From an optimization exercise on the open Yosys and OpenROAD flow, aimed at small area; shortcuts taken in it are not production practice. No run shown here included a check of the RTL's function; only the layout flow was run. Power and IR drop assume default switching activity.

==> flow/design.v (outline; a module is shown in full before it is edited, if it fits) <==
// module crc32_gen: 55 lines
// module timeout_lfsr: 16 lines
// module mac_tx_mode: 144 lines
// module mac_tx: 223 lines
// module mac_rx: 284 lines
// module mac_layer: 83 lines
// module arp_cache: 48 lines
// module arp_tx: 258 lines
// module arp_rx: 207 lines
// module arp_mac_top: 114 lines
// module icmp_rx_ram_8_256: 45 lines
// module icmp: 353 lines
// module ip_tx_mode: 154 lines
// module ip_tx: 279 lines
// module ip_rx: 219 lines
// module ip_layer: 125 lines
// module udp_shift_register: 16 lines
// module udp_tx: 164 lines
// module udp_rx: 129 lines
// module udp_layer: 59 lines
// module udp_ip_mac_top: 139 lines
module udp_ip_mac_top #(
    parameter       LOCAL_MAC = 48'h3C_2B_1A_09_4D_5E,
    parameter       LOCAL_IP  = 32'hC0_A8_01_6E,
    parameter       LOCL_PORT = 16'hF0F0,
    parameter       DEST_MAC  = 48'h04_D9_F5_89_43_66,
    parameter       DEST_IP   = 32'hC0_A8_01_69,
    parameter       DEST_PORT = 16'hA0A0 
)(
    input           rgmii_clk,
    input           rstn,
    input           app_data_in_valid,
    input   [7:0]   app_data_in,      
    input   [15:0]  app_data_length,    
    input           app_data_request, 
    output          udp_send_ack,   
    input           arp_req,
    output          arp_found,
    output          mac_not_exist,
    output          mac_send_end,
    output  [7:0]   udp_rec_rdata ,       
    output  [15:0]  udp_rec_data_length,      
    output          udp_rec_data_valid,        
    output          mac_data_valid,
    output  [7:0]   mac_tx_data,   
    input           rx_en,         
    input   [7:0]   mac_rx_datain
);
  // ...
==> flow/run.sh <==
#!/bin/bash
# synth_recipe.tcl (not shown) runs the flow's synth.tcl, then flattens the netlist and writes it again
# the make line also repeats each setting of config.mk as NAME=value (left out here)
make -C /OpenROAD-flow-scripts/flow DESIGN_CONFIG=/design/flow/config.mk WORK_HOME=/design/flow/orfs CLKGATE_MAP_FILE= SYNTH_SCRIPT=/design/flow/synth_recipe.tcl finish
==> flow/config.mk <==
export PLATFORM = sky130hd
export DESIGN_NAME = udp_ip_mac_top
export DESIGN_NICKNAME = udp_ip_mac_top
export VERILOG_FILES = /design/flow/design.v
export SDC_FILE = /design/flow/constraint.sdc
export NUM_CORES = 4
export LEC_CHECK = 0
export CAP_MARGIN = 20
export CORE_MARGIN = 2
export CORE_UTILIZATION = 40
export CTS_BUF_LIST = sky130_fd_sc_hd__clkbuf_8
export CTS_CLUSTER_DIAMETER = 50
export CTS_CLUSTER_SIZE = 20
export PLACE_DENSITY = 0.6
export SLEW_MARGIN = 20
==> flow/constraint.sdc <==
create_clock -name core_clock -period 8.0 [get_ports {rgmii_clk}]
set_input_delay 1.6000 -clock core_clock [delete_from_list [all_inputs] [get_ports {rgmii_clk}]]
set_output_delay 1.6000 -clock core_clock [all_outputs]
set_load 0.01 [all_outputs]
==> metrics.md, run 1 <==
| Metric | Value |
|---|---|
| Setup violators final | `0` |
| Placed cell area | `98900 um^2` |
| Largest register FFs | `roughly 2000` |
| Multi-input combinational area share | `25.6%` |
| Post-Synth Adder-Cell Area | `2.89%` |
| Total Wirelength | `roughly 210000 um` |
| Hold depth | `0` |
| Largest family of logic cells by synthesized area | `simple AND/OR/NAND/NOR gates` |
| RR Startpoint | `ip_layer.ip_tx.identify_code[8]` |
| Root Buffer | `clkbuf_8` |
| Detail Route Antenna Nets | `0` |
| Clock buffer depth | `3` |
| Non-clk buf share | `1.26%` |
| Crit start category | `register` |
| Fill count | `approximately 22000` |
| Synth Area in Compound Gates | `between 8 and 9%` |
| IO buf count | `between 70 and 80` |
| Cell area after layout | `between 100000 and 150000 um^2` |
| Ports | `76` |
| Clk. pwr | `8.50 mW` |
| Tapcells | `approximately 3200` |
| WS Path Type | `reg -> reg` |
| Final min period | `a little over 7000 ps` |
| Top flop regs | `ip_layer.icmp.icmp_receive_ram.ring: 2048 flops, udp_layer.udp_tx.udp_shift_register.sr: 64 flops, ip_layer.icmp.icmp_receive_ram.dly: 56 flops` |
| Sequential share of power | `64.1%` |
| Peak supply drop | `between 150 and 200 uV` |
| Pwr top | `sequential cells` |
| Non-Clock Inverter Count | `approximately 180` |
| Sw Ratio | `23.1%` |
| Asr flop ratio synth | `less than 1%` |
| Non-clk bufs | `between 100 and 150` |
| Lkg Pwr | `around 39 nW` |
| Bufs and invs on worst path | `2` |
| Top-count cell post-synth | `dfxtp_1` |
| Mapped Cells | `7684` |
| WL met3 | `between 9000 and 10000 um` |
| Combinational power | `a little under 0.6 mW` |
| Hold_ws | `roughly 270 ps` |
| Most frequent cells in the layout | `dfxtp_1, nor2_1, nand2_1` |
| Crit path largest cell delay | `500 ps` |
| Post-layout util | `roughly 44%` |
| Status | `no timing/DRC/antenna violations` |
| DP Worst Slack | `roughly 960 ps` |
==> run 2: changes to the inputs <==
--- a/flow/config.mk
+++ b/flow/config.mk
@@ -9,7 +9,7 @@
 export CORE_MARGIN = 2
 export CORE_UTILIZATION = 40
-export CTS_BUF_LIST = sky130_fd_sc_hd__clkbuf_8
-export CTS_CLUSTER_DIAMETER = 50
-export CTS_CLUSTER_SIZE = 20
+export CTS_BUF_LIST = sky130_fd_sc_hd__clkbuf_4
+export CTS_CLUSTER_DIAMETER = 40
+export CTS_CLUSTER_SIZE = 10
 export PLACE_DENSITY = 0.6
 export SLEW_MARGIN = 20
==> run 2 against run 1 <==
Still clean. Synthesized cell count unchanged. Maximum frequency increased by 0.35%. Worst setup slack improved by 25 ps. Total power increased by 1.8%. Critical endpoint unchanged. Largest cell class unchanged. Highest routed layer is now met4.
==> metrics.md, run 2 <==
| Metric | Value |
|---|---|
| Syn. warnings | `29` |
| Worst-path clk slew | `around 110 ps` |
| Worst EP arrival | `around 8200 ps` |
| Most frequent cells in the layout | `dfxtp_1, nor2_1, clkbuf_4` |
| RSZ-0062 raised after global routing | `false` |
| Setup tns final | `0 ps` |
| Setup violators final | `0 (unchanged)` |
| Slowest-stage cell, CP | `nor4_2` |
| Post-CTS setup buffer count | `0` |
| Required time of the critical path | `about 9100 ps` |
| CTS tree | `yes` |
| Initial DRT Pass Iterations | `8` |
| DP Wirelength | `between 100000 and 150000 um` |
| First-pass GRT wire length | `325000 um` |
| Top-count cell post-synth | `dfxtp_1` |
| IO buf count | `75 (unchanged)` |
| Top flop regs | `ip_layer.icmp.icmp_receive_ram.ring: 2048 flops, udp_layer.udp_tx.udp_shift_register.sr: 64 flops, ip_layer.icmp.icmp_receive_ram.dly: 56 flops` |
| Kind of cell adding the most delay to the critical path | `simple AND/OR/NAND/NOR gates` |
| Tightest Hold Check Type | `reg -> reg` |
| Largest register FFs | `2048 (unchanged)` |
| Root Buffer | `clkbuf_4` |
| Syn Nets | `around 8000` |
| Final min period | `7080 ps (-24.6 ps)` |
| DP Worst Slack | `959 ps (unchanged)` |
| Fmax | `0.141 GHz` |
| Core area | `around 240000 um^2` |
| DRC | `0` |
| Placed insts | `approximately 11000` |
| CTS sink count | `approximately 3200` |
| #FFs+latches synth | `around 3200` |
| Biggest area consumer among synthesized cells | `dfxtp_1` |
| Final WS setup | `between 900 and 1000 ps` |
| Total Wirelength | `213000 um (+1.2%)` |
| Peak supply drop | `184 uV (-7.0%)` |
| Commonest non-fill, non-tap cell in the layout | `dfxtp_1` |
| WL per Instance | `18.8 um` |
| Clock buffer depth | `4 (+1)` |
| Ratio of final minimum period to clock period | `88.5%` |
| Gr usage total | `17.3%` |
| Top post-synthesis cells by count | `dfxtp_1, nor2_1, nand2_1, xnor2_1, a21oi_1` |
| Num CTS Buffers | `422` |
| Worst-path fanout max | `5` |
| Largest net degree at the start of global routing | `between 70 and 80` |
| WS Path Type | `reg -> reg` |
| Avg Inst Size Synth | `about 12 um^2` |
| Die area | `between 200000 and 250000 um^2` |
| Vias | `about 56000` |
| Crit. End Element | `register` |
| Sequential-to-total area share from yosys stat | `70.3%` |
| Final hold violations | `0` |
| Fin. max-slew vios | `0` |
| Ports | `76 (unchanged)` |
| Layout Cells excl Fill | `between 10000 and 15000` |
| Syn Std Cell Area | `roughly 95000 um^2` |
| H-tree Lvls | `5` |
| Worst skew pair latency | `~1400 ps` |
| Detail Route Antenna Nets | `0 (unchanged)` |
| Post-synth top flop | `dfxtp_1` |
| Largest Register | `ip_layer.icmp.icmp_receive_ram.ring` |
| Crit start category | `register` |
| GP Congestion | `between 0.9 and 1` |
| Vias in the first global route | `54900` |
| Via/cell ratio | `between 4 and 5` |
| Bufs and invs on worst path | `0 (-2)` |
| Top-area cell type share of the netlist area | `just over 60%` |
| Std cell rows | `approximately 180` |
| Crit path largest cell delay | `490 ps (about the same)` |
| EDFF count, synth | `~260` |
| Main area contributors after synthesis | `dfxtp_1, edfxtp_1, xnor2_1` |
| Lkg Pwr | `39.5 nW (+1.3%)` |
| Asr flop ratio synth | `0.0314% (unchanged)` |
| Gr ovfl total | `0` |
| Final #Nets | `around 8000` |
| Slew @ Worst Pin | `1130 ps` |
| DR iter-0 viols | `a little under 4000` |
| Area delta synth->final | `9.84%` |
| Initial antenna violation count | `5` |
| Cell Pwr Density | `248 nW/um^2` |
| Share of cells above drive strength 1 | `about a tenth` |
| Die H | `490 um` |
| Mapped Cells | `7684 (unchanged)` |
| Rel. slew slack | `around 25%` |
| Synth unique cells | `between 90 and 100` |
| Setup Skew | `131 ps` |
| Die width | `roughly 490 um` |
| Initial Utilization | `about 40%` |
| Status | `no timing/DRC/antenna violations` |
| Most frequent CP cell | `a21oi_1` |
| Max Cap Viol | `0` |
run 2: cell counts after synthesis:
Identical to the previous run, type by type.
run 2: kinds of logic (layout without fill, tap and decap cells):
logic type,after synthesis,count (layout),synth area share [%]
flip-flops,3189,3189,70.3
AND/OR/NAND/NOR,2052,2052,10.8
AO/OA/AOI/OAI,1214,1214,8.77
XOR/XNOR,487,487,4.51
buffers and inverters,458,920,1.84
adder cells (fa/ha/maj),213,213,2.89
multiplexers,71,71,0.876
other,0,11,0
run 2: where the power goes:
| part | internal [mW] | switching, mW | total, mW |
|---|---|---|---|
| sequential | 16.1 | 0.0917 | 16.2 |
| combinational | 0.223 | 0.361 | 0.585 |
| clock | 3.72 | 5.23 | 8.95 |
run 2: timing repair:
item | 4_1_cts | 5_1_grt
resized for setup | 0 | 0
setup endpoints to repair | 0 | 0
hold endpoints to repair | 1 | 0
hold buffers | 1 | 0
run 2: per-layer routing:
layer / part of all wire (%) / wire length (um) / up-vias / global-route usage [%]
li1: - / - / 27300 / -
met1: 46 / 96900 / 26900 / 23.0
met2: 46 / 98200 / 1440 / 28.1
met3: 4.7 / 10000 / 487 / 3.05
met4: 3.6 / 7690 / 0 / 6.69
met5: 0 / 0 / - / 0
run 2: worst paths after layout:
check,endpoint,from,cells past startpoint,slack [ps]
max,ip_layer.ip_tx.checksum[14],ip_layer.ip_tx.identify_code[4],29,920
min,ip_layer.icmp.icmp_receive_ram.ring[251][1],ip_layer.icmp.icmp_receive_ram.ring[250][1],0,210
max reg2reg,ip_layer.ip_tx.checksum[14],ip_layer.ip_tx.identify_code[4],29,920
min reg2reg,ip_layer.icmp.icmp_receive_ram.ring[251][1],ip_layer.icmp.icmp_receive_ram.ring[250][1],0,210
max in group asynchronous,arp_mac_top_U1.arp_cache.mac_not_exist,rstn,2,7150
min in group asynchronous,arp_mac_top_U1.arp_cache.mac_not_exist,rstn,2,670
run 2: cell type report:
class | count | area [um^2]
fill | 21700 | 131000
sequential | 3189 | 66500
multi-input combinational | 4037 | 26500
tap | 3150 | 3940
clock buffer | 469 | 3520
clock inverter | 125 | 1450
timing repair buffer | 149 | 1310
inverter | 177 | 667
antenna | 11 | 27.5
run 2: through the flow:
stage	util, %	power (mW)	cell area, um^2	hold WS (ps)
2_1_floorplan	-	17.0	94600	310
3_3_place_gp	42.0	17.2	98900	310
3_5_place_dp	42.0	17.2	98900	312
4_1_cts	44.2	26.1	104000	197
5_1_grt	44.2	26.8	104000	197
6_report	44.2	25.8	104000	206
==> module icmp, before the edit <==
module icmp(
    input                  clk,
    input                  rstn,
    input                  mac_send_end,
    input                  ip_tx_ack,
    input  [7:0]           icmp_rx_data ,              
    input                  icmp_rx_req,               
    input                  icmp_rev_error ,            
    input  [15:0]          upper_layer_data_length,   
    input                  icmp_data_req,             
    output reg             icmp_tx_ready,             
    output reg [7:0]       icmp_tx_data,              
    output                 icmp_tx_end,               
    output reg             icmp_tx_req                
);
    localparam ECHO_REQUEST = 8'h08 ;
    localparam ECHO_REPLY   = 8'h00 ;
    reg  [15:0]             icmp_rx_cnt ;
    reg                     icmp_rx_end ;
    reg                     icmp_checksum_error ;      
    reg                     icmp_type_error ;          
    reg  [15:0]             icmp_data_length ;         
    reg  [15:0]             icmp_data_length_1d ;
    wire [7:0]              icmp_rec_ram_rdata ;       
    reg  [7:0]              icmp_code  ;               
    reg  [15:0]             icmp_id  ;                 
    reg  [15:0]             icmp_seq ;                 
    reg                     checksum_finish ;          
    reg                     ram_wr_en ;                
    reg                     icmp_rev_error_1d ;
    wire timeout_hit ;
    reg  [7:0]              icmp_rx_data_1d ;          
    reg                     mac_send_end_1d ;
    parameter IDLE             =  4'd0  ;
    parameter REC_DATA         =  4'd1  ;
    parameter REC_ODD_DATA     =  4'd2  ;
    parameter VERIFY_CHECKSUM  =  4'd3  ;
    parameter REC_ERROR        =  4'd4  ;
    parameter REC_END_WAIT     =  4'd5  ;
    parameter GEN_CHECKSUM     =  4'd6  ;
    parameter SEND_WAIT_0      =  4'd7  ;
    parameter SEND_WAIT_1      =  4'd8  ;
    parameter SEND             =  4'd9  ;
    parameter REC_END          =  4'd10  ;
    parameter SEND_END         =  4'd11  ;
    reg [3:0]     state      ;
    reg [3:0]     state_n ;
    always @(posedge clk)
    begin
        if (~rstn)
            state <= IDLE ;
        else
            state <= state_n ;
    end
    always @(*)
    begin
        case(state)
          IDLE            :
          begin
              if (icmp_rx_req == 1'b1)
                  state_n = REC_DATA ;
              else
                  state_n = IDLE ;
          end
          REC_DATA       :
          begin
              if (icmp_rev_error_1d || icmp_type_error)
                  state_n = REC_ERROR ;
              else if (icmp_data_length[0] == 1'b0 && icmp_rx_cnt == icmp_data_length - 1)
                  state_n = VERIFY_CHECKSUM ;
              else if (icmp_data_length[0] == 1'b1 && icmp_rx_cnt == icmp_data_length - 2)
                  state_n = REC_ODD_DATA ;
              else if (icmp_rx_cnt == 16'hffff)
                  state_n = IDLE ;
              else
                  state_n = REC_DATA ;
          end
          REC_ODD_DATA   :
          begin
              if (icmp_rev_error_1d || icmp_type_error)
                  state_n = REC_ERROR ;
              else if (icmp_rx_cnt == icmp_data_length - 1)
                  state_n = VERIFY_CHECKSUM ;
              else
                  state_n = REC_ODD_DATA ;
          end
          VERIFY_CHECKSUM:
          begin
              if (icmp_checksum_error)
                  state_n = REC_ERROR ;
              else if (icmp_rx_end && checksum_finish)
                  state_n = REC_END_WAIT ;
              else if (icmp_rx_cnt == 16'hffff)
                  state_n = IDLE ;
              else
                  state_n = VERIFY_CHECKSUM ;
          end
          REC_ERROR      :
              state_n = IDLE  ;
          REC_END_WAIT   :
          begin
              if (icmp_rx_cnt == 16'd63)
                  state_n = REC_END ;
              else
                  state_n = REC_END_WAIT ;
          end
    	  SEND_WAIT_0      :
          begin
              if (ip_tx_ack)
                  state_n = SEND_WAIT_1 ;
              else
                  state_n = SEND_WAIT_0 ;
          end
          SEND_WAIT_1      :
          begin
              if (icmp_data_req)
                  state_n = SEND ;
              else if (timeout_hit)
                  state_n = IDLE ;
              else
                  state_n = SEND_WAIT_1 ;
          end
          SEND           :
          begin
              if (icmp_rx_cnt == icmp_data_length)
                  state_n = SEND_END ;
              else if (icmp_rx_cnt == 16'hffff)
                  state_n = IDLE ;
              else
                  state_n = SEND ;
          end
          REC_END        :
              state_n = SEND_WAIT_0  ;
          SEND_END       :
    	  begin
    		  if (mac_send_end_1d)
    		      state_n = IDLE  ;
    		  else
    		      state_n = SEND_END  ;
    	  end        
          default        :
              state_n = IDLE  ;
      endcase
    end
    always @(posedge clk)
    begin
        if (~rstn)
            mac_send_end_1d <= 1'b0 ;
        else 
            mac_send_end_1d <= mac_send_end ;
    end   
    always @(posedge clk)
    begin
        if (~rstn)
            icmp_tx_req <=  1'b0 ;
    	else if (state == SEND_WAIT_1)
    	    icmp_tx_req <=  1'b0 ;
        else if (state == REC_END)
            icmp_tx_req <=  1'b1 ;
    end
    always @(posedge clk)
    begin
        if (~rstn)
            icmp_tx_ready <=  1'b0 ;
        else if (state == SEND_WAIT_1)
            icmp_tx_ready <=  1'b1 ;
        else
            icmp_tx_ready <=  1'b0 ;
    end
    always @(posedge clk)
    begin
        if (~rstn)
            ram_wr_en <=  1'b0 ;
        else if (state == REC_DATA  || state == REC_ODD_DATA)
        begin
            if (icmp_rx_cnt < icmp_data_length && icmp_rx_cnt > 16'd7)
                ram_wr_en <=  1'b1 ;
            else
                ram_wr_en <=  1'b0 ;
        end
        else
            ram_wr_en <=  1'b0 ;
    end
    timeout_lfsr timeout_cnt (
        .clk  ( clk ),
        .rstn ( rstn ),
        .run  ( state == SEND_WAIT_1 ),
        .hit  ( timeout_hit )
    );
    always @(posedge clk)
    begin
        icmp_rx_data_1d <= icmp_rx_data ;
    end
    always @(posedge clk)
    begin
        if (~rstn)
            icmp_rev_error_1d <= 1'b0 ;
        else
            icmp_rev_error_1d <= icmp_rev_error ;
    end
    always @(posedge clk)
    begin
        if (state == IDLE)
            icmp_data_length <= upper_layer_data_length ;
    end
    always @(posedge clk)
    begin
        if (~rstn)
            icmp_rx_cnt <= 16'd0 ;
        else if (state == REC_DATA  || state == REC_END_WAIT ||  state == SEND)
            icmp_rx_cnt <= icmp_rx_cnt + 1'b1 ;
        else
            icmp_rx_cnt <= 16'd0 ;
    end
    always @(posedge clk)
    begin
        if (~rstn)
            icmp_type_error <= 1'b0 ;
        else if (state == REC_DATA && icmp_rx_cnt == 16'd0 && icmp_rx_data != ECHO_REQUEST)
            icmp_type_error <= 1'b1 ;
        else
            icmp_type_error <= 1'b0 ;
    end
    always @(posedge clk)
    begin
        if (state == REC_DATA && icmp_rx_cnt == 16'd1)
            icmp_code <= icmp_rx_data ;
    end
    always @(posedge clk)
    begin
        if (state == REC_DATA && icmp_rx_cnt == 16'd4)
            icmp_id[15:8] <= icmp_rx_data ;
        else if (state == REC_DATA && icmp_rx_cnt == 16'd5)
            icmp_id[7:0] <= icmp_rx_data ;
    end
    always @(posedge clk)
    begin
        if (state == REC_DATA && icmp_rx_cnt == 16'd6)
            icmp_seq[15:8] <= icmp_rx_data ;
        else if (state == REC_DATA && icmp_rx_cnt == 16'd7)
            icmp_seq[7:0] <= icmp_rx_data ;
    end
    reg ram_wr_first ;
    always @(posedge clk)
    begin
        if (~rstn)
            ram_wr_first <= 1'b0 ;
        else
            ram_wr_first <= (icmp_rx_cnt[7:0] == 8'd8) ;
    end
    icmp_rx_ram_8_256 icmp_receive_ram(
        .clk      (  clk                          ),
        .wr_en    (  ram_wr_en                    ),
        .wr_first (  ram_wr_first                 ),
        .wr_data  (  icmp_rx_data_1d              ),
        .rd_start (  state == SEND && icmp_rx_cnt == 16'd0 ),
        .rd_data  (  icmp_rec_ram_rdata           )
    );
    reg  [16:0] checksum_acc ;         
    reg  [16:0] reply_acc ;            
    reg  [2:0]  checksum_cnt ;
    wire [15:0] rx_word = {icmp_rx_data_1d, icmp_rx_data} ;
    wire [15:0] odd_word = {icmp_rx_data, 8'h00} ;
    wire        checksum_ok = checksum_acc[16] ? (checksum_acc[15:0] == 16'hfffe) : (checksum_acc[15:0] == 16'hffff) ;
    wire [15:0] reply_checksum = ~reply_acc[15:0] ;
    always @(posedge clk)
    begin
        if (state == REC_DATA)
        begin
            if(icmp_rx_cnt[0] == 1'b1)
                checksum_acc <= {1'b0, checksum_acc[15:0]} + checksum_acc[16] + rx_word;
        end
        else if (state == REC_ODD_DATA)
            checksum_acc <= {1'b0, checksum_acc[15:0]} + checksum_acc[16] + odd_word;
        else if (state == IDLE)
            checksum_acc <= 17'd0;
    end
    always @(posedge clk)
    begin
        if(rstn == 1'b0)
            checksum_cnt <= 3'd0 ;
        else if (state ==  VERIFY_CHECKSUM)
            checksum_cnt <= checksum_cnt + 1'b1 ;
        else
            checksum_cnt <= 3'd0 ;
    end
    always @(posedge clk)
    begin
        if (~rstn)
        begin
            icmp_checksum_error <= 1'b0 ;
            icmp_rx_end <= 1'b0 ;
        end
        else if (state == VERIFY_CHECKSUM && checksum_cnt == 3'd3)
        begin
            icmp_checksum_error <= ~checksum_ok ;
            icmp_rx_end <= checksum_ok ;
        end
        else
        begin
            icmp_checksum_error <= 1'b0 ;
            icmp_rx_end <= 1'b0 ;
        end
    end
    always @(posedge clk)
    begin
        if (state == REC_DATA)
        begin
            if (icmp_rx_cnt == 16'd1)
                reply_acc <= {9'h000, icmp_rx_data};
            else if (icmp_rx_cnt == 16'd3)
                reply_acc <= reply_acc ;
            else if(icmp_rx_cnt[0] == 1'b1)
                reply_acc <= {1'b0, reply_acc[15:0]} + reply_acc[16] + rx_word;
        end
        else if (state == REC_ODD_DATA)
            reply_acc <= {1'b0, reply_acc[15:0]} + reply_acc[16] + odd_word;
        else if (state == VERIFY_CHECKSUM && checksum_cnt == 3'd0)
            reply_acc <= {1'b0, reply_acc[15:0]} + reply_acc[16];
        else if (state == IDLE)
            reply_acc <= 17'd0;
    end
    always @(posedge clk)
    begin
        if (~rstn)
            checksum_finish <= 1'b0 ;
        else if (state == VERIFY_CHECKSUM && checksum_cnt == 3'd3)
            checksum_finish <= 1'b1 ;
        else
            checksum_finish <= 1'b0 ;
    end
    always @(posedge clk)
    begin
        if (~rstn)
           icmp_tx_data <= 8'h00  ;
        else if (state == SEND)
        begin
            case(icmp_rx_cnt)
                16'd1    :   icmp_tx_data <= ECHO_REPLY ;
                16'd2    :   icmp_tx_data <= icmp_code ;
                16'd3    :   icmp_tx_data <= reply_checksum[15:8];
                16'd4    :   icmp_tx_data <= reply_checksum[7:0] ;
                16'd5    :   icmp_tx_data <= icmp_id[15:8] ;
                16'd6    :   icmp_tx_data <= icmp_id[7:0] ;
                16'd7    :   icmp_tx_data <= icmp_seq[15:8] ;
                16'd8    :   icmp_tx_data <= icmp_seq[7:0] ;
                default  :   icmp_tx_data <= icmp_rec_ram_rdata ;
            endcase
        end
        else
           icmp_tx_data <= 8'h00 ;
    end
endmodule
==> module ip_tx_mode, before the edit <==
module ip_tx_mode(
    input                    clk ,
    input                    rstn,
    input                    mac_send_end,
    input                    udp_tx_req,
    input                    udp_tx_ready ,
    input      [7:0]         udp_tx_data,
    input      [15:0]        udp_send_data_length,
    output reg               udp_tx_ack,
    input                    icmp_tx_req,
    input                    icmp_tx_ready,
    input      [7:0]         icmp_tx_data,
    input      [15:0]        icmp_send_data_length,
    output reg               icmp_tx_ack,
    input                    ip_tx_ack,
    output reg               ip_tx_req,
    output reg               ip_tx_ready,
    output reg [7:0]         ip_tx_data,
    output reg [7:0]         ip_send_type,
    output reg [15:0]        ip_send_data_length
);
    localparam ip_udp_type  = 8'h11 ;
    localparam ip_icmp_type = 8'h01 ;
    wire timeout_hit ;
    parameter IDLE      = 3'd0 ;
    parameter UDP_WAIT  = 3'd1 ;
    parameter UDP       = 3'd2 ;
    parameter ICMP_WAIT = 3'd3 ;
    parameter ICMP      = 3'd4 ;
    reg [2:0]    state  ;
    reg [2:0]    next_state ;
    always @(posedge clk)
    begin
        if (~rstn)
            state  <=  IDLE  ;
        else
            state  <= next_state ;
    end
    always @(*)
    begin
        case(state)
          IDLE        :
          begin
              if (udp_tx_req)
                  next_state = UDP_WAIT ;
              else if (icmp_tx_req)
                  next_state = ICMP_WAIT  ;
              else
                  next_state = IDLE ;
          end
          UDP_WAIT    :
          begin
    		  if (ip_tx_ack)
    		      next_state = UDP ;
    		  else
    		      next_state = UDP_WAIT ;
          end		
          UDP         :
          begin
              if (mac_send_end)
                  next_state = IDLE ;
              else if (timeout_hit)
                  next_state = IDLE ;
              else
                  next_state = UDP ;
          end
    	  ICMP_WAIT    :
          begin
    		  if (ip_tx_ack)
    		      next_state = ICMP ;
    		  else
    		      next_state = ICMP_WAIT ;
          end	
          ICMP        :
          begin
              if (mac_send_end)
                  next_state = IDLE ;
              else if (timeout_hit)
                  next_state = IDLE ;
              else
                  next_state = ICMP ;
          end
          default     :
              next_state = IDLE ;
      endcase
    end
    timeout_lfsr timeout_cnt (
        .clk  ( clk ),
        .rstn ( rstn ),
        .run  ( state == UDP || state == ICMP ),
        .hit  ( timeout_hit )
    );
    always @(posedge clk)
    begin
        if (state == ICMP_WAIT || state == ICMP)
            ip_send_data_length <= icmp_send_data_length ;
        else
            ip_send_data_length <= udp_send_data_length + 16'd20 ;
    end
    always @(posedge clk)
    begin
        if (~rstn)
            ip_tx_req  <= 1'b0  ;
        else if (state == UDP_WAIT || state == ICMP_WAIT)
    	    ip_tx_req  <= 1'b1  ;
        else 
    	    ip_tx_req  <= 1'b0  ;
    end
    always @(posedge clk)
    begin
        if (~rstn)
            udp_tx_ack  <= 1'b0  ;
        else if (state == UDP)
    	    udp_tx_ack  <= ip_tx_ack  ;
        else 
    	    udp_tx_ack  <= 1'b0  ;
    end
    always @(posedge clk)
    begin
        if (~rstn)
            icmp_tx_ack  <= 1'b0  ;
        else if (state == ICMP)
    	    icmp_tx_ack  <= ip_tx_ack  ;
        else 
    	    icmp_tx_ack  <= 1'b0  ;
    end
    always @(posedge clk)
    begin
        if (~rstn)
        begin
            ip_tx_ready       <= 1'b0 ;
            ip_tx_data        <= 8'h00 ;
            ip_send_type      <= ip_udp_type ;
        end
        else if (state == UDP)
        begin
            ip_tx_ready       <= udp_tx_ready ;
            ip_tx_data        <= udp_tx_data ;
            ip_send_type      <= ip_udp_type ;
        end
        else if (state == ICMP)
        begin
            ip_tx_ready       <= icmp_tx_ready ;
            ip_tx_data        <= icmp_tx_data ;
            ip_send_type      <= ip_icmp_type ;
        end
        else
        begin
            ip_tx_ready       <= 1'b0 ;
            ip_tx_data        <= 8'h00 ;
            ip_send_type      <= ip_udp_type ;
        end
    end
endmodule
==> module udp_tx, before the edit <==
module udp_tx #(
    parameter LOCAL_PORT_NUM = 16'hf000    
) (
    input wire         udp_send_clk,                                                                                                                                                                                                                                                                                                                                                                    
    input wire         rstn,                                                                                                                                                                                                                                                                                                                                                              
    input wire         app_data_in_valid,                                                                                                                                                                                                                                                                                                                    
    input wire [7:0]   app_data_in,                                                                                                                                                                                                                                                                                                                                          
    input wire [15:0]  app_data_length,                                                                                                                                                                                                                                                                                               
    input wire [15:0]  udp_dest_port,                                                                                                                                                                                                                                                                                                                                      
    input wire         app_data_request,                                                                                                                                                                                                                                                                                                                                    
    output wire        udp_send_ready,                                                                                                                                                                                                                                                                                                                          
    output wire        udp_send_ack,                                                                                                                                                                                                                                                                                                                             
    input wire         ip_send_ready,                                                                                                                                                                                                                                                                                                                             
    input wire         ip_send_ack,                                                                                                                                                                                                                                                                                                                              
    output wire        udp_send_request,                                                                                                                                                                                                                                                                                                                                        
    output reg         udp_data_out_valid,                                                                                                                                                                                                                                                                                                                                  
    output reg [7:0]   udp_data_out,                                                                                                                                                                                                                                                                                                                                               
    output reg [15:0]  udp_packet_length                                                                                                                                                                                                                                                                                                                    
);
    reg [3:0]   cnt; 
    wire [7:0]  shift_data_out;
    reg  [15:0] trans_data_cnt;
    localparam  CHECKSUM = 16'h0000;        
    assign udp_send_ready = state != IDLE; 
    assign udp_send_request = app_data_request;
    assign udp_send_ack = ip_send_ready;
    udp_shift_register udp_shift_register    (           
          .din  (   app_data_in           ), 
          .clk  (   udp_send_clk          ), 
          .rst  (   ~rstn                 ), 
          .dout (   shift_data_out        )  
    );
    localparam  IDLE = 2'd0;
    localparam  WAIT_ACK = 2'd1;
    localparam  SEND_UDP_HEADER = 2'd2;
    localparam  SEND_UDP_PACKET = 2'd3;
    reg  [1:0]  state;
    reg  [1:0]  state_n;
    always @(posedge udp_send_clk) 
    begin
        if(~rstn)
            state <= IDLE;
        else
            state <= state_n;
    end
    always @(*) 
    begin
        case(state)
            IDLE:
            begin
                if(udp_send_request) 
                    state_n = WAIT_ACK;
                else
                    state_n = IDLE;
            end
            WAIT_ACK:
            begin
                if(ip_send_ready)
                    state_n = SEND_UDP_HEADER;
                else
                    state_n = WAIT_ACK;
            end
            SEND_UDP_HEADER:
            begin
                if(cnt == 4'd7)
                    state_n = SEND_UDP_PACKET;
                else
                    state_n = SEND_UDP_HEADER;
            end
            SEND_UDP_PACKET:
            begin
                if (trans_data_cnt != (udp_packet_length - 16'd8)) 
                    state_n = SEND_UDP_PACKET;
                else 
                    state_n = IDLE;
            end
            default: state_n = IDLE;
        endcase  
    end
    always @(posedge udp_send_clk) 
    begin
        udp_packet_length <= app_data_length + 16'h0008;       
    end
    always @(posedge udp_send_clk) 
    begin
        if(~rstn) 
        begin
             cnt <= 4'h0;
             udp_data_out_valid <= 1'b0;
             udp_data_out <= 8'd0;
             trans_data_cnt <= 16'd0;
        end
        else 
        begin
            if(state == SEND_UDP_HEADER)
            begin
                case (cnt) 
                    4'd0: 
                    begin
                        if(app_data_in_valid) begin
                            udp_data_out <= LOCAL_PORT_NUM[15:8];
                            udp_data_out_valid <= 1'b1;
                            cnt <= cnt + 1'b1;
                        end
                        else
                            cnt <= 4'd0;
                    end
                    4'd1: 
                    begin
                        udp_data_out <= LOCAL_PORT_NUM[7:0];
                        cnt <= cnt + 1'b1;
                    end
                    4'd2: 
                    begin
                        udp_data_out <= udp_dest_port[15:8];
                        cnt <= cnt + 1'b1;
                    end
                    4'd3: 
                    begin
                        udp_data_out <= udp_dest_port[7:0];
                        cnt <= cnt + 1'b1;
                    end
                    4'd4: 
                    begin
                        udp_data_out <= udp_packet_length[15:8];
                        cnt <= cnt + 1'b1;
                    end
                    4'd5: 
                    begin
                        udp_data_out <= udp_packet_length[7:0];
                        cnt <= cnt + 1'b1;
                    end
                    4'd6: 
                    begin    
                        udp_data_out <= CHECKSUM[15:8];
                        cnt <= cnt + 1'b1;
                    end
                    4'd7:
                    begin
                        udp_data_out <= CHECKSUM[7:0];
                        cnt <= 4'h0;
                    end
                    default: cnt <= 4'h0;
                endcase
            end
            else if(state == SEND_UDP_PACKET)
            begin
                if (trans_data_cnt != (udp_packet_length - 16'd8)) 
                begin
                    udp_data_out_valid <= 1'b1;
                    udp_data_out <= shift_data_out;
                    trans_data_cnt <= trans_data_cnt + 1'b1;
                end
                else 
                begin
                    trans_data_cnt <= 16'd0;
                    udp_data_out_valid <= 1'b0;
                    udp_data_out <= 8'd0;
                    cnt <= 4'h0;
                end
            end
        end    
    end
endmodule
==> run 3: changes to the inputs <==
--- a/flow/design.v
+++ b/flow/design.v
@@ -1509,5 +1509,6 @@
     reg                     icmp_type_error ;          
     reg  [15:0]             icmp_data_length ;         
-    reg  [15:0]             icmp_data_length_1d ;
+    wire                    len_ge2 = |icmp_data_length[15:1] ;
+    wire                    rec_last_word = len_ge2 && icmp_rx_cnt[0] && (icmp_rx_cnt[15:1] == icmp_data_length[15:1] - 15'd1) ;
     wire [7:0]              icmp_rec_ram_rdata ;       
     reg  [7:0]              icmp_code  ;               
@@ -1555,8 +1556,6 @@
               if (icmp_rev_error_1d || icmp_type_error)
                   state_n = REC_ERROR ;
-              else if (icmp_data_length[0] == 1'b0 && icmp_rx_cnt == icmp_data_length - 1)
-                  state_n = VERIFY_CHECKSUM ;
-              else if (icmp_data_length[0] == 1'b1 && icmp_rx_cnt == icmp_data_length - 2)
-                  state_n = REC_ODD_DATA ;
+              else if (rec_last_word)
+                  state_n = icmp_data_length[0] ? REC_ODD_DATA : VERIFY_CHECKSUM ;
               else if (icmp_rx_cnt == 16'hffff)
                   state_n = IDLE ;
@@ -1568,8 +1567,6 @@
               if (icmp_rev_error_1d || icmp_type_error)
                   state_n = REC_ERROR ;
-              else if (icmp_rx_cnt == icmp_data_length - 1)
+              else    
                   state_n = VERIFY_CHECKSUM ;
-              else
-                  state_n = REC_ODD_DATA ;
           end
           VERIFY_CHECKSUM:
@@ -1662,5 +1659,5 @@
         else if (state == REC_DATA  || state == REC_ODD_DATA)
         begin
-            if (icmp_rx_cnt < icmp_data_length && icmp_rx_cnt > 16'd7)
+            if (len_ge2 && icmp_rx_cnt > 16'd7)    
                 ram_wr_en <=  1'b1 ;
             else
@@ -1938,5 +1935,5 @@
             ip_send_data_length <= icmp_send_data_length ;
         else
-            ip_send_data_length <= udp_send_data_length + 16'd20 ;
+            ip_send_data_length <= udp_send_data_length + 16'd28 ;    
     end
     always @(posedge clk)
@@ -2656,7 +2653,10 @@
     output reg         udp_data_out_valid,                                                                                                                                                                                                                                                                                                                                  
     output reg [7:0]   udp_data_out,                                                                                                                                                                                                                                                                                                                                               
-    output reg [15:0]  udp_packet_length                                                                                                                                                                                                                                                                                                                    
+    output     [15:0]  udp_packet_length     
 );
     reg [3:0]   cnt; 
+    reg [15:0]  app_len_1d;
+    wire [15:0] udp_length = app_len_1d + 16'h0008;    
+    assign udp_packet_length = app_len_1d;
     wire [7:0]  shift_data_out;
     reg  [15:0] trans_data_cnt;
@@ -2710,5 +2710,5 @@
             SEND_UDP_PACKET:
             begin
-                if (trans_data_cnt != (udp_packet_length - 16'd8)) 
+                if (trans_data_cnt != udp_packet_length) 
                     state_n = SEND_UDP_PACKET;
                 else 
@@ -2720,5 +2720,5 @@
     always @(posedge udp_send_clk) 
     begin
-        udp_packet_length <= app_data_length + 16'h0008;       
+        app_len_1d <= app_data_length;       
     end
     always @(posedge udp_send_clk) 
@@ -2763,10 +2763,10 @@
                     4'd4: 
                     begin
-                        udp_data_out <= udp_packet_length[15:8];
+                        udp_data_out <= udp_length[15:8];
                         cnt <= cnt + 1'b1;
                     end
                     4'd5: 
                     begin
-                        udp_data_out <= udp_packet_length[7:0];
+                        udp_data_out <= udp_length[7:0];
                         cnt <= cnt + 1'b1;
                     end
@@ -2786,5 +2786,5 @@
             else if(state == SEND_UDP_PACKET)
             begin
-                if (trans_data_cnt != (udp_packet_length - 16'd8)) 
+                if (trans_data_cnt != udp_packet_length) 
                 begin
                     udp_data_out_valid <= 1'b1;
==> flow/flow/run.sh (new file) <==
#!/bin/bash
# Layout flow: the standard ORFS flow (standard.sh), with these changes:
#  - synthesis maps adders as plain logic (no full-adder extraction, no
#    Kogge-Stone carry map) and uses an area-oriented ABC script (flow/abc_speed.script)
#  - CTS builds the tree from clkbuf_8 with up to 20 sinks per cluster and
#    inserts no dummy loads
# Each tool's output stays in ORFS's own logs (orfs/logs); make's output is in
# standard_flow.log in this folder.
set -euo pipefail
WORK=$(pwd)
SX=$WORK/scripts_x
mkdir -p "$SX"
for f in "$FLOW_HOME"/scripts/*; do ln -sf "$f" "$SX/"; done
rm -f "$SX/abc_speed.script"
cp "$WORK/flow/abc_speed.script" "$SX/abc_speed.script"
export CTS_ARGS="-sink_clustering_enable -repair_clock_nets -dont_use_dummy_load -buf_list sky130_fd_sc_hd__clkbuf_8 -sink_clustering_size 20 -sink_clustering_max_diameter 50"
export MAKEFLAGS="ADDER_MAP_FILE= SYNTH_OPERATIONS_ARGS=-nofsm SCRIPTS_DIR=$SX"
bash standard.sh > "$WORK/standard_flow.log" 2>&1
==> flow/flow/abc_speed.script (new file) <==
strash
&get -n
&fraig -x
&put
dc2
strash
&get -n
&dch -f
&nf
&put
==> flow/standard.sh (new file) <==
#!/bin/bash
# synth_recipe.tcl (not shown) runs the flow's synth.tcl, then flattens the netlist and writes it again
# the make line also repeats each setting of config.mk as NAME=value (left out here)
make -C /OpenROAD-flow-scripts/flow DESIGN_CONFIG=/design/flow/config.mk WORK_HOME=/design/flow/orfs CLKGATE_MAP_FILE= SYNTH_SCRIPT=/design/flow/synth_recipe.tcl "${@:-finish}"
--- a/flow/config.mk
+++ b/flow/config.mk
@@ -9,7 +9,4 @@
 export CORE_MARGIN = 2
 export CORE_UTILIZATION = 40
-export CTS_BUF_LIST = sky130_fd_sc_hd__clkbuf_4
-export CTS_CLUSTER_DIAMETER = 40
-export CTS_CLUSTER_SIZE = 10
 export PLACE_DENSITY = 0.6
 export SLEW_MARGIN = 20
removed: flow/run.sh
==> run 3 against run 2 <==
Still clean on timing, DRC and antenna. Worst hold slack better by 37 ps. Synthesized area is 5.5% lower. Global-route usage is 0.38 points lower. Worst setup slack better by 590 ps. Sequential power hardly changed. Die area is 5.5% lower. Critical path type unchanged. Highest routed layer is now met5.
==> metrics.md, run 3 <==
| Metric | Value |
|---|---|
| Status | `no timing/DRC/antenna violations` |
| Gr ovfl total | `0 (unchanged)` |
| Die area | `227000 um^2 (-5.5%)` |
| Sw Ratio | `20.9% (-1.2 points)` |
| Setup Skew | `160 ps (+28.5 ps)` |
| Logic gate share of total power | `2.1% (-0.2 points)` |
| RR Startpoint | `ip_layer.icmp.reply_acc[0]` |
| H-tree Lvls | `4 (-1)` |
| Final #Nets | `7367 (-10%)` |
| Die H | `477 um (-2.8%)` |
| #FFs+latches synth | `3189 (unchanged)` |
| Lkg Pwr | `35.7 nW (-9.7%)` |
| Sequential-to-total area share from yosys stat | `74.4% (+4.1 points)` |
| Bufs and invs on worst path | `0 (unchanged)` |
| Cell Pwr Density | `248 nW/um^2 (about the same)` |
| Rel. slew slack | `22.1% (-2.8 points)` |
| Post-synth top flop | `dfxtp_1` |
| Syn Std Cell Area | `89400 um^2 (-5.5%)` |
| Hold Buf Count CTS | `0 (-1)` |
| Layout Cells excl Fill | `10300 (-8.8%)` |
| Gr usage total | `16.9% (-0.38 points)` |
| Worst-path fanout max | `4 (-1)` |
| First-pass GRT wire length | `300000 um (-7.6%)` |
| Syn. warnings | `29 (unchanged)` |
| Setup tns final | `0 ps (unchanged)` |
| Sw Pwr | `5.06 mW (-11%)` |
| Sequential share of power | `67.9% (+4.9 points)` |
| Initial antenna violation count | `5 (unchanged)` |
| CTS sink count | `3189 (unchanged)` |
| Num CTS Buffers | `241 (-43%)` |
| Biggest area consumer among synthesized cells | `dfxtp_1` |
| Top post-synthesis cells by count | `dfxtp_1, nor2_1, a21oi_1, nand2_1, o21ai_0` |
| Via/cell ratio | `5.02 (+1.0%)` |
| Post-cts sizing count | `0 (unchanged)` |
| DP Worst Slack | `1550 ps (+596 ps)` |
| Worst-path clk slew | `110 ps (about the same)` |
| Initial DRT Pass Iterations | `6 (-2)` |
| DRC | `0 (unchanged)` |
| GR Util met3 | `2.70% (-0.36 points)` |
| Clock buffer depth | `3 (-1)` |
| CTS tree | `yes` |
| Die width | `477 um (-2.8%)` |
| Vias | `51800 (-7.8%)` |
| Crit. End Element | `register` |
| Clock power share | `30.0% (-4.7 points)` |
| IO buf count | `75 (unchanged)` |
| Largest Register | `ip_layer.icmp.icmp_receive_ram.ring` |
| Top-area cell type share of the netlist area | `65.5% (+3.6 points)` |
| RSZ-0062 raised after global routing | `false` |
| Internal | `19.2 mW (-4.4%)` |
| Avg Inst Size Synth | `12.9 um^2 (+4.5%)` |
| Initial Utilization | `40.2% (about the same)` |
| Total Wirelength | `197000 um (-7.5%)` |
| Root Buffer | `clkbuf_8` |
| Most frequent CP cell | `maj3_1` |
| Top flop regs | `ip_layer.icmp.icmp_receive_ram.ring: 2048 flops, udp_layer.udp_tx.udp_shift_register.sr: 64 flops, ip_layer.icmp.icmp_receive_ram.dly: 56 flops` |
| Share of cells above drive strength 1 | `5.02% (-4.9 points)` |
| Largest net degree at the start of global routing | `97 (+29%)` |
| Worst R2R Setup Slack | `1520 ps (+590 ps)` |
| Detail Route Antenna Nets | `0 (unchanged)` |
| Hold wc startpoint | `ip_layer.icmp.icmp_receive_ram.ring[109][4]` |
| Final WS setup | `1520 ps (+592 ps)` |
| Tightest Hold Check Type | `reg -> reg` |
| Ports | `76 (unchanged)` |
| Most frequent cells in the layout | `dfxtp_1, nor2_1, a21oi_1` |
| EDFF count, synth | `263 (unchanged)` |
| Worst flop-to-flop path endpoint | `ip_layer.icmp.reply_acc[15]` |
| Area delta synth->final | `9.53%` |
| Ratio of final minimum period to clock period | `81.1% (-7.4 points)` |
| R2R cell count | `19 (-34%)` |
| Std cell rows | `173 (-2.8%)` |
| Final hold violations | `0 (unchanged)` |
| Met2 track demand over resource | `27.8% (-0.28 points)` |
| Post-CTS setup buffer count | `0 (unchanged)` |
| Crit start category | `register` |
| Max Cap Viol | `0 (unchanged)` |
| Fmax | `0.154 GHz (+9.1%)` |
| M1 GR Usage | `22.7% (-0.26 points)` |
| Core area | `222000 um^2 (-5.6%)` |
| Slowest-stage cell, CP | `edfxtp_1` |
| Hold Path Sink | `ip_layer.icmp.icmp_receive_ram.ring[110][4]` |
| WL per Instance | `19.1 um (+1.4%)` |
| Asr flop ratio synth | `0.0314% (unchanged)` |
| DR iter-0 viols | `4089 (+5.8%)` |
| Required time of the critical path | `8710 ps (-390 ps)` |
| Hold depth | `0 (unchanged)` |
| Slew @ Worst Pin | `1170 ps (+43.4 ps)` |
| Commonest non-fill, non-tap cell in the layout | `dfxtp_1` |
| Worst EP arrival | `7190 ps (-990 ps)` |
| Final min period | `6480 ps (-592 ps)` |
| Setup violators final | `0 (unchanged)` |
| Syn Nets | `6984 (-12%)` |
| DP Wirelength | `133000 um (-8.0%)` |
| Placed insts | `10100 (-6.0%)` |
| Kind of cell adding the most delay to the critical path | `adder cells` |
| Crit path largest cell delay | `440 ps (-50 ps)` |
| Placed cell area | `94500 um^2 (-4.4%)` |
| Crit-path cells | `and3_1 -> xnor2_1 -> xnor2_1 -> o21ai_0 -> maj3_1 -> maj3_1 -> maj3_1 -> maj3_1 -> maj3_1 -> maj3_1 -> maj3_1 -> maj3_1 -> maj3_1 -> maj3_1 -> nand2_1 -> a21oi_1 -> or3_1 -> nand3_1 -> o221ai_1` |
| Mapped Cells | `6946 (-9.6%)` |
| WS Path Type | `reg -> reg` |
| GP Congestion | `0.914 (-0.58%)` |
| Largest register FFs | `2048 (unchanged)` |
| Busiest grt layer | `met2` |
| Peak supply drop | `194 uV (+5.8%)` |
| Cell area after layout | `97900 um^2 (-5.8%)` |
| Top-count cell post-synth | `dfxtp_1` |
| Total chip power | `24.3 mW (-5.8%)` |
| Worst skew pair latency | `1120 ps (-310 ps)` |
| Fin. max-slew vios | `0 (unchanged)` |
| Vias in the first global route | `50200 (-8.6%)` |
| Main area contributors after synthesis | `dfxtp_1, edfxtp_1, xnor2_1` |
| Synth unique cells | `71 (-28%)` |
==> run 3: worst max path at each step <==
stage | startpoint | depth (start not counted) | end
floorplan | arp_mac_top_U1.mac_layer.mac_rx.mac_rx_data_3d[2] | 18 | ip_layer.icmp.reply_acc[15]
global placement | ip_layer.icmp.reply_acc[0] | 19 | ip_layer.icmp.reply_acc[15]
detailed placement | ip_layer.icmp.reply_acc[0] | 19 | ip_layer.icmp.reply_acc[15]
CTS | ip_layer.icmp.reply_acc[0] | 19 | ip_layer.icmp.reply_acc[15]
global route | ip_layer.icmp.reply_acc[0] | 19 | ip_layer.icmp.reply_acc[15]
finish | ip_layer.icmp.reply_acc[0] | 19 | ip_layer.icmp.reply_acc[15]
==> run 3: per-layer routing <==
metal  part of all wire, %  vias up
met4                   3.1        2
met2                    47     1307
met5                0.0066        -
met1                    45    25000
li1                      -    25100
met3                   5.1      367
==> run 3: cell families (layout without fill, tap and decap cells) <==
family | Yosys count | after routing | synth area share (%)
AO/OA/AOI/OAI | 1280 | 1280 | 9.45
AND/OR/NAND/NOR | 1846 | 1846 | 10.5
multiplexers | 16 | 16 | 0.192
adder cells (fa/ha/maj) | 30 | 30 | 0.336
other | 0 | 13 | 0
XOR/XNOR | 481 | 481 | 4.71
flip-flops | 3189 | 3189 | 74.4
buffers and inverters | 104 | 485 | 0.437
==> run 3: cell type report <==
class | count | area [um^2]
clock buffer | 241 | 3320
sequential | 3189 | 66500
timing repair buffer | 160 | 1390
antenna | 13 | 32.5
inverter | 84 | 317
fill | 20300 | 124000
multi-input combinational | 3653 | 22600
tap | 2975 | 3720
==> run 3: per-stage QoR <==
stage	util [%]	hold slack (ps)
finish	44.1	242
global route	44.1	251
CTS	44.0	234
detailed placement	42.6	312
global placement	42.5	310
floorplan	-	310
==> run 3: power groups by stage <==
stage	clock, mW	sequential [mW]	combinational (mW)
4_1_cts	7.55	16.5	0.505
3_3_place_gp	0	16.8	0.488
5_1_grt	8.14	16.5	0.554
3_5_place_dp	0	16.8	0.503
6_report	7.28	16.5	0.503
2_1_floorplan	0	16.8	0.355

## port drivers added, routing unchanged
No port has a modelled driver above. Below, the same layouts with a new extraction and two added sets of constraints. Step 1 assumes that a clkbuf_16 drives the clock port and a buf_2 every other input. Step 2 also shifts input and output timing later by t, the mid clock arrival at the registers, as if the neighbouring blocks saw the same clock. Slacks: ideal ports / drivers / drivers and shift; pairs: ideal ports / drivers.
| run | shift t [ns] | setup WS [ns] | latest minus earliest clock arrival (ns) | worst data-port slew with drivers (ns) | cell pins on the clock port's net |
|---|---|---|---|---|---|
| run 1 | 1.115 | 0.899 / 0.899 / 0.899 | 0.086 / 0.086 | 0.06 | 1 |
| run 2 | 1.451 | 0.924 / 0.924 / 0.924 | 0.150 / 0.150 | 0.06 | 1 |
| run 3 | 1.083 | 1.516 / 1.516 / 1.516 | 0.249 / 0.249 | 0.06 | 1 |
After both steps setup and hold are still met in every run listed.
